From an optimization exercise on the open Yosys and OpenROAD flow, aimed at small area and a short achievable clock period; shortcuts taken in it are not production practice. The RTL was checked by simulation tests, not by an equivalence proof against the original design.

$ cat design/flow/design.v
module fft (
    input clk,
    input rst_n,
    input                   valid_in,
    input wire signed [8:0] FFTInRe,
    input wire signed [8:0] FFTInIm,
    output wire signed [8:0] MDCOutUpRe,
    output wire signed [8:0] MDCOutUpIm,
    output wire signed [8:0] MDCOutDownRe,
    output wire signed [8:0] MDCOutDownIm,
    output wire signed [8:0] FFTOutRe,
    output wire signed [8:0] FFTOutIm
);
    reg  [4:0] ph;
    wire [4:0] ph_n = valid_in ? ph + 5'd1 : ph;    
    always @(posedge clk or negedge rst_n)
        if (!rst_n) ph <= 5'd31;
        else        ph <= ph_n;
    reg ins1, ins2, sel2a, sel3u, sel4u, sel5u, selr_up;
    reg [3:0] rdsel;
    localparam E1 = 2;       
    localparam J2 = 2;       
    wire [4:0] q_ins1 = ph_n + 5'd1 - E1;
    wire [4:0] q_ins2 = ph_n - 5'd24 - J2;
    wire [4:0] q_s4   = ph_n + 5'd1;
    wire [4:0] q_rd   = ph_n;
    always @(posedge clk or negedge rst_n)
        if (!rst_n) begin
            ins1 <= 1'b0; ins2 <= 1'b0; sel2a <= 1'b0; sel3u <= 1'b0;
            sel4u <= 1'b0; sel5u <= 1'b0; selr_up <= 1'b0; rdsel <= 4'd0;
        end else begin
            ins1    <= q_ins1[4];                    
            ins2    <= ~q_ins2[4];                   
            sel2a   <= ph_n[4];                      
            sel3u   <= ph_n[2];
            sel4u   <= ~q_s4[1];
            sel5u   <= ~ph_n[0];
            selr_up <= (ph_n >= 5'd1) && (ph_n <= 5'd16);
            rdsel   <= ph_n[3:0];
        end
    function [17:0] tw32;    
        input [3:0] n;
        reg [7:0] c, s;
        begin
            case (n[2:0])
                3'd0: begin c = 8'd128; s = 8'd0;   end
                3'd1: begin c = 8'd125; s = 8'd24;  end
                3'd2: begin c = 8'd118; s = 8'd48;  end
                3'd3: begin c = 8'd106; s = 8'd71;  end
                3'd4: begin c = 8'd90;  s = 8'd90;  end
                3'd5: begin c = 8'd71;  s = 8'd106; end
                3'd6: begin c = 8'd48;  s = 8'd118; end
                default: begin c = 8'd24; s = 8'd125; end
            endcase
            if (!n[3]) tw32 = {1'b0, c, -{1'b0, s}};
            else       tw32 = {-{1'b0, s}, -{1'b0, c}};
        end
    endfunction
    reg  [17:0] s1 [0:16];
    reg  [8:0]  a_re, a_im;           
    reg  [9:0]  d_re, d_im;           
    wire [8:0]  x0_re = s1[15][17:9], x0_im = s1[15][8:0];
    wire [17:0] b_new;
    integer i;
    always @(posedge clk) begin
        s1[0] <= {FFTInRe, FFTInIm};
        for (i = 1; i < 17; i = i + 1)
            s1[i] <= (ins1 && i == E1) ? b_new : s1[i-1];
        a_re <= x0_re + FFTInRe;
        a_im <= x0_im + FFTInIm;
        d_re <= {x0_re[8], x0_re} - {FFTInRe[8], FFTInRe};
        d_im <= {x0_im[8], x0_im} - {FFTInIm[8], FFTInIm};
    end
    reg signed [17:0] m1_rr, m1_ii, m1_ri, m1_ir;
    wire [17:0] w1 = tw32(ph[3:0]);
    wire signed [9:0] d_re_s = d_re, d_im_s = d_im;
    wire signed [8:0] w1_re = w1[17:9], w1_im = w1[8:0];
    always @(posedge clk) begin
        m1_rr <= d_re_s * w1_re;
        m1_ii <= d_im_s * w1_im;
        m1_ri <= d_re_s * w1_im;
        m1_ir <= d_im_s * w1_re;
    end
    wire [17:0] m1_re = m1_rr - m1_ii;
    wire [17:0] m1_im = m1_ri + m1_ir;
    assign b_new = {m1_re[15:7], m1_im[15:7]};
    reg  [17:0] s2 [0:7];
    wire [17:0] d_new;
    wire [17:0] bf2_x0 = sel2a ? s2[7] : s1[16];
    wire [17:0] bf2_x1 = sel2a ? {a_re, a_im} : s1[8];
    wire [8:0]  u2_re = bf2_x0[17:9] + bf2_x1[17:9];
    wire [8:0]  u2_im = bf2_x0[8:0]  + bf2_x1[8:0];
    reg  [9:0]  d2_re, d2_im;
    reg  [2:0]  d2_k;
    always @(posedge clk) begin
        s2[0] <= {a_re, a_im};
        for (i = 1; i < 8; i = i + 1)
            s2[i] <= (ins2 && i == J2) ? d_new : s2[i-1];
        d2_re <= {bf2_x0[17], bf2_x0[17:9]} - {bf2_x1[17], bf2_x1[17:9]};
        d2_im <= {bf2_x0[8],  bf2_x0[8:0]}  - {bf2_x1[8],  bf2_x1[8:0]};
        d2_k  <= ph[2:0];
    end
    reg signed [17:0] m2_rr, m2_ii, m2_ri, m2_ir;
    wire [17:0] w2 = tw32({d2_k, 1'b0});
    wire signed [9:0] d2_re_s = d2_re, d2_im_s = d2_im;
    wire signed [8:0] w2_re = w2[17:9], w2_im = w2[8:0];
    always @(posedge clk) begin
        m2_rr <= d2_re_s * w2_re;
        m2_ii <= d2_im_s * w2_im;
        m2_ri <= d2_re_s * w2_im;
        m2_ir <= d2_im_s * w2_re;
    end
    wire [17:0] m2_re = m2_rr - m2_ii;
    wire [17:0] m2_im = m2_ri + m2_ir;
    assign d_new = {m2_re[15:7], m2_im[15:7]};
    reg  [17:0] s3 [0:3];
    wire [17:0] bf3_x0 = sel3u ? s3[3] : s2[7];
    wire [17:0] bf3_x1 = sel3u ? {u2_re, u2_im} : s2[3];
    reg  [17:0] u3;
    reg  [9:0]  d3_re, d3_im;
    reg  [1:0]  d3_k;
    always @(posedge clk) begin
        s3[0] <= {u2_re, u2_im};
        for (i = 1; i < 4; i = i + 1) s3[i] <= s3[i-1];
        u3[17:9] <= bf3_x0[17:9] + bf3_x1[17:9];
        u3[8:0]  <= bf3_x0[8:0]  + bf3_x1[8:0];
        d3_re <= {bf3_x0[17], bf3_x0[17:9]} - {bf3_x1[17], bf3_x1[17:9]};
        d3_im <= {bf3_x0[8],  bf3_x0[8:0]}  - {bf3_x1[8],  bf3_x1[8:0]};
        d3_k  <= ph[1:0];
    end
    reg  [10:0] t3_re, t3_im;
    reg         t3_mul;
    wire [10:0] e3_re = {d3_re[9], d3_re}, e3_im = {d3_im[9], d3_im};
    always @(posedge clk) begin
        t3_mul <= d3_k[0];
        case (d3_k)
            2'd0: begin t3_re <= e3_re;          t3_im <= e3_im;          end
            2'd1: begin t3_re <= e3_re + e3_im;  t3_im <= e3_im - e3_re;  end
            2'd2: begin t3_re <= e3_im;          t3_im <= -e3_re;         end
            default: begin t3_re <= e3_im - e3_re; t3_im <= -e3_re - e3_im; end
        endcase
    end
    wire signed [10:0] t3_re_s = t3_re, t3_im_s = t3_im;
    wire signed [17:0] p3_re = t3_re_s * 18'sd90;
    wire signed [17:0] p3_im = t3_im_s * 18'sd90;
    reg  [17:0] v3;
    reg  [17:0] l4 [0:1];
    always @(posedge clk) begin
        v3 <= t3_mul ? {p3_re[15:7], p3_im[15:7]} : {t3_re[8:0], t3_im[8:0]};
        l4[0] <= v3;
        l4[1] <= l4[0];
    end
    reg  [17:0] s4 [0:1];
    reg         k4;
    wire [17:0] bf4_x0 = sel4u ? s4[1] : l4[1];
    wire [17:0] bf4_x1 = sel4u ? u3 : v3;
    wire [8:0]  u4_re = bf4_x0[17:9] + bf4_x1[17:9];
    wire [8:0]  u4_im = bf4_x0[8:0]  + bf4_x1[8:0];
    wire [8:0]  v4_re = k4 ? bf4_x0[8:0] - bf4_x1[8:0]   : bf4_x0[17:9] - bf4_x1[17:9];
    wire [8:0]  v4_im = k4 ? bf4_x1[17:9] - bf4_x0[17:9] : bf4_x0[8:0]  - bf4_x1[8:0];
    always @(posedge clk or negedge rst_n)
        if (!rst_n) k4 <= 1'b0;
        else        k4 <= ~ph_n[0];
    reg  [17:0] s5;
    reg  [17:0] l5 [0:1];
    always @(posedge clk) begin
        s4[0] <= u3;
        s4[1] <= s4[0];
        s5    <= {u4_re, u4_im};
        l5[0] <= {v4_re, v4_im};
        l5[1] <= l5[0];
    end
    wire [17:0] bf5_x0 = sel5u ? s5 : l5[1];
    wire [17:0] bf5_x1 = sel5u ? {u4_re, u4_im} : l5[0];
    reg  [17:0] mu, md;
    always @(posedge clk) begin
        mu[17:9] <= bf5_x0[17:9] + bf5_x1[17:9];
        mu[8:0]  <= bf5_x0[8:0]  + bf5_x1[8:0];
        md[17:9] <= bf5_x0[17:9] - bf5_x1[17:9];
        md[8:0]  <= bf5_x0[8:0]  - bf5_x1[8:0];
    end
    assign MDCOutUpRe   = mu[17:9];
    assign MDCOutUpIm   = mu[8:0];
    assign MDCOutDownRe = md[17:9];
    assign MDCOutDownIm = md[8:0];
    reg  [17:0] dl [0:15];
    reg  [17:0] r  [0:23];
    reg  [17:0] fo;
    always @(posedge clk) begin
        dl[0] <= md;
        for (i = 1; i < 16; i = i + 1) dl[i] <= dl[i-1];
        r[0] <= selr_up ? mu : dl[15];
        for (i = 1; i < 24; i = i + 1) r[i] <= r[i-1];
        case (rdsel)    
            4'd0:  fo <= r[14];
            4'd1:  fo <= r[7];
            4'd2:  fo <= r[12];
            4'd3:  fo <= r[5];
            4'd4:  fo <= r[16];
            4'd5:  fo <= r[9];
            4'd6:  fo <= r[14];
            4'd7:  fo <= r[7];
            4'd8:  fo <= r[21];
            4'd9:  fo <= r[14];
            4'd10: fo <= r[19];
            4'd11: fo <= r[12];
            4'd12: fo <= r[23];
            4'd13: fo <= r[16];
            4'd14: fo <= r[21];
            default: fo <= r[14];
        endcase
    end
    assign FFTOutRe = fo[17:9];
    assign FFTOutIm = fo[8:0];
endmodule
$ cat design/flow/run.sh
#!/bin/bash
# synth_recipe.tcl (not shown) runs the flow's synth.tcl, then flattens the netlist and writes it again
# the make line also repeats each setting of config.mk as NAME=value (left out here)
make -C /OpenROAD-flow-scripts/flow DESIGN_CONFIG=/design/flow/config.mk WORK_HOME=/design/flow/orfs CLKGATE_MAP_FILE= SYNTH_SCRIPT=/design/flow/synth_recipe.tcl finish
$ cat design/flow/config.mk
export PLATFORM = sky130hd
export DESIGN_NAME = fft
export DESIGN_NICKNAME = fft
export VERILOG_FILES = /design/flow/design.v
export SDC_FILE = /design/flow/constraint.sdc
export NUM_CORES = 4
export LEC_CHECK = 0
export CAP_MARGIN = 20
export CORE_MARGIN = 2
export CORE_UTILIZATION = 40
export SLEW_MARGIN = 20
$ cat design/flow/constraint.sdc
create_clock -name core_clock -period 10.0 [get_ports {clk}]
set_input_delay 2.0000 -clock core_clock [delete_from_list [all_inputs] [get_ports {clk}]]
set_output_delay 2.0000 -clock core_clock [all_outputs]
set_load 0.01 [all_outputs]
==> metrics.md <==
| Metric | Value |
|---|---|
| Run status | finished clean |
| DP Wirelength | 105,000 um |
| Summed instance area of the synthesized netlist | 0.0728 mm2 |
| Number of filler cells placed in the layout | 16,750 |
| Aggregate global-route resource usage | 15.7% |
| Setup slack at placement | 1950 ps |
| Cell type with the largest total area after synthesis | sky130_fd_sc_hd__dfxtp_1 |
| WHS | 295 ps |
| Number of global-route vias before repair | 43,515 |
| Element type at the critical path end | register |
| Count of vias placed by the detailed router | 41,479 |
| Count of standard-cell rows | 156 |
| Average cell area after synthesis | 11.4 um2 |
| Total area of multi-input combinational cells | 0.0346 mm2 |
| Antenna violations before repair | 3 |
| Transition time of the tightest slew-check pin | 1110 ps |
| Sum Neg Setup Slack | 0 ps |
| Number of sinks driven by the clock tree | 1,693 |
| Antenna-violating nets left | 0 |
| Count of boundary I/O pins | 75 |
| Total count of hold-check failures in the final report | 0 |
| Number of nets produced by synthesis | 7,563 |
| Commonest non-fill, non-tap cell in the layout | sky130_fd_sc_hd__dfxtp_1 |
| Average via count per standard cell | 4.61 |
| Setup slack of the most critical reg-to-reg path | 1940 ps |
| Final estimated routing congestion in global placement | 0.823 |
| Synth area leaders | sky130_fd_sc_hd__dfxtp_1 (46%), sky130_fd_sc_hd__fa_1 (15%), sky130_fd_sc_hd__ha_1 (11%) |
| Final cell count without fillers | 8,994 |
| Post-cts resize count | 0 |
| Number of buffers on the longest clock path | 3 |
| Placeable core region | 0.181 mm2 |
| Part of the cycle the worst path needs | 80.6% |
| Total setup violations reported at the end of the flow | 0 |
| Count of buffers inserted at the top-level ports | 74 |
| Origin of the worst setup path | ph[1]$_DFF_PN1_ |
| Fin nets | 7,676 |
| Number of pins exceeding their max-slew limit in the final report | 0 |
| Relative slew slack | 26.3% |
| Area after detailed placement | 0.0762 mm2 |
| Width of the chip | 431 um |
| Synthesis-stage register bit count | 1,693 |
| Clock network latency to the later pin of the worst-skew pair | 800 ps |
| Nature of the critical path startpoint | register |
| Gate Count Post-Synth | 6,373 |
| Detailed-route wire length | 141,000 um |
| Top flip-flop cell by instance count after synthesis | sky130_fd_sc_hd__dfxtp_1 |
| Router iterations before antenna repair | 8 |
| R2R cell count | 28 |
| Ratio of cells with drive above 1 in the final layout | 7.96% |
| Sequential cell area | 0.0340 mm2 |
| Unrepaired setup endpoints after global routing | no |
| Last element of the critical path | m1_rr[15]$_DFF_P_ |
| Die footprint | 0.185 mm2 |
| First-pass GRT wire length | 232,000 um |
| Commonest cells after routing, fill and taps aside | sky130_fd_sc_hd__dfxtp_1 (1,678), sky130_fd_sc_hd__inv_1 (925), sky130_fd_sc_hd__ha_1 (631) |
| Critical Path Slowest Stage Cell | sky130_fd_sc_hd__or3_1 |
| Portion of synthesized cell area occupied by the leading cell type | 46.2% |
| Hold buffers post-CTS | 0 |
| Crit path time final | 8060 ps |
| Starting density of the core | 40.3% |
| Post-CTS setup-driven buffer insertion count | 0 |
| Final Cell Area | 0.0821 mm2 |
| Total congestion overflow | 0 |
| Class of the tightest hold or removal check | reg2reg |
| Critical register-to-register path startpoint | ph[1]$_DFF_PN1_ |
| TritonCTS Buffers | 162 |
| Endpoint of the worst register-to-register path | m1_rr[15]$_DFF_P_ |
| Arrival time at the worst endpoint | 8730 ps |
| Max Clk Rate | 124 MHz |
| Library cell used as clock root buffer | sky130_fd_sc_hd__clkbuf_16 |
| Drt wl/cell | 15.7 um |
| Number of enable flip-flop cells after synthesis | 0 |
| Worst-path clk slew | 60 ps |
| Iteration-0 DRC Markers | 1,988 |
| Yosys warnings | 9 |
| Maximum number of pins on one net before global-route repair | 66 |
| Synthesis-to-layout area growth | 12.8% |
| Worst Clk Skew | 62.5 ps |
| Height of the die | 431 um |
| Proportion of synthesized chip area in sequential cells | 46.7% |
| Fin util | 45.4% |
| Number of placed instances with taps included | 8,692 |
| Worst Setup Path Type | reg2reg |
| Netlist cell types | 83 |
| Worst-path maximum fanout | 20 |
| Clock H-tree levels | 4 |
| DRC errors left | 0 |
| Most common cell on crit path | sky130_fd_sc_hd__inv_1 |
| Max Cap Violations | 0 |
| Post-layout worst setup margin | 1940 ps |
| Largest stage delay, worst path | 720 ps |
| Async set-or-reset flop fraction in the synthesized netlist | 0.886% |
| CP Data Required Time | 10,670 ps |
| Clock tree from TritonCTS | built |
[cells by family after synthesis]
kind of cell	share of synthesized area [%]
compound gates	6.81
simple gates	7.52
fa+ha+maj	25.6
buf+inv	5.75
flops	46.7
xor+xnor	4.61
mux	2.98
[registers in the layout, summed over array words and instances, names as in the netlist, 16 cells and up]
signal / cells
dl: 288
fo: 18
l4: 36
l5: 36
m1_ii: 16
m1_ir: 16
m1_ri: 16
m1_rr: 16
md: 18
mu: 16
r: 432
s1: 306
s2: 144
s3: 70
s4: 36
s5: 18
u3: 16
v3: 18
[cell type report]
class | instances | area share, %
Antenna cell | 3 | 0.00914
Clock buffer | 225 | 5.62
Clock inverter | 74 | 1.53
Inverter | 926 | 4.23
Multi-Input combinational cell | 3572 | 42.2
Sequential cell | 1693 | 41.4
Tap cell | 2370 | 3.61
Timing Repair Buffer | 131 | 1.42
[how the worst min path moves through the flow]
| stage | from | cells past startpoint | to |
|---|---|---|---|
| final | s1[6][13]$_DFF_P_ | 0 | s1[7][13]$_DFF_P_ |
| after global routing | s1[5][9]$_DFF_P_ | 0 | s1[6][9]$_DFF_P_ |
| after detailed placement | dl[13][5]$_DFF_P_ | 0 | dl[14][5]$_DFF_P_ |
| after floorplan | dl[9][0]$_DFF_P_ | 0 | dl[10][0]$_DFF_P_ |
| after CTS | s1[6][11]$_DFF_P_ | 0 | s1[7][11]$_DFF_P_ |
| after global placement | s1[14][8]$_DFF_P_ | 0 | s1[15][8]$_DFF_P_ |
[per-layer routing]
| metal | share of wire (%) | track usage (%) |
|---|---|---|
| met1 | 47 | 20.8 |
| met2 | 48 | 26.6 |
| met3 | 3.3 | 2.41 |
| met5 | 0 | 0 |
| met4 | 1.9 | 4.05 |
[critical path: cells and delay by family, from the launching register on]
kind | cells | cell delay, ps
buffers and inverters | 7 | 560
and+or+nand+nor | 6 | 1840
adders and majority gates | 8 | 3290
xor gates and xnor gates | 1 | 150
DFF | 1 | 670
AOI/OAI and AO/OA | 6 | 1470
[cells in the mapped netlist, types with 74 or more instances]
master / n
sky130_fd_sc_hd__clkbuf_1: 164
sky130_fd_sc_hd__nor2b_1: 110
sky130_fd_sc_hd__xor2_1: 87
sky130_fd_sc_hd__inv_1: 925
sky130_fd_sc_hd__ha_1: 631
sky130_fd_sc_hd__mux2_2: 139
sky130_fd_sc_hd__and2_1: 299
sky130_fd_sc_hd__a21oi_1: 247
sky130_fd_sc_hd__o21bai_1: 74
sky130_fd_sc_hd__xnor2_1: 291
sky130_fd_sc_hd__fa_1: 538
sky130_fd_sc_hd__nor2_1: 199
sky130_fd_sc_hd__nand2_1: 292
sky130_fd_sc_hd__o21ai_0: 121
sky130_fd_sc_hd__dfxtp_1: 1678

[what the ideal ports hide]
No port has a modelled driver above. Below, the same layout with a new extraction and two added sets of constraints. Step 1 (the two cells are an assumption about what drives the block):
set clk [get_ports {clk}]
set_driving_cell -lib_cell sky130_fd_sc_hd__clkbuf_16 $clk
set_driving_cell -lib_cell sky130_fd_sc_hd__buf_2 [delete_from_list [all_inputs] $clk]
Step 2, shift: input delay + t, output delay - t, t = (earliest + latest rising clock arrival at the registers) / 2. This alone moves slack from input paths to output paths. Slacks: no drivers / after step 1 / after step 2; pairs: no drivers / after step 1.
t, ns: 0.859
setup slack, ns: 1.940 / 1.940 / 1.940
slew at the worst register clock pin (ns): 0.07 / 0.07
After both steps this run still meets setup and hold. The setup slack of this run moves by 0.000 ns with the drivers and by 0.000 ns with both steps.
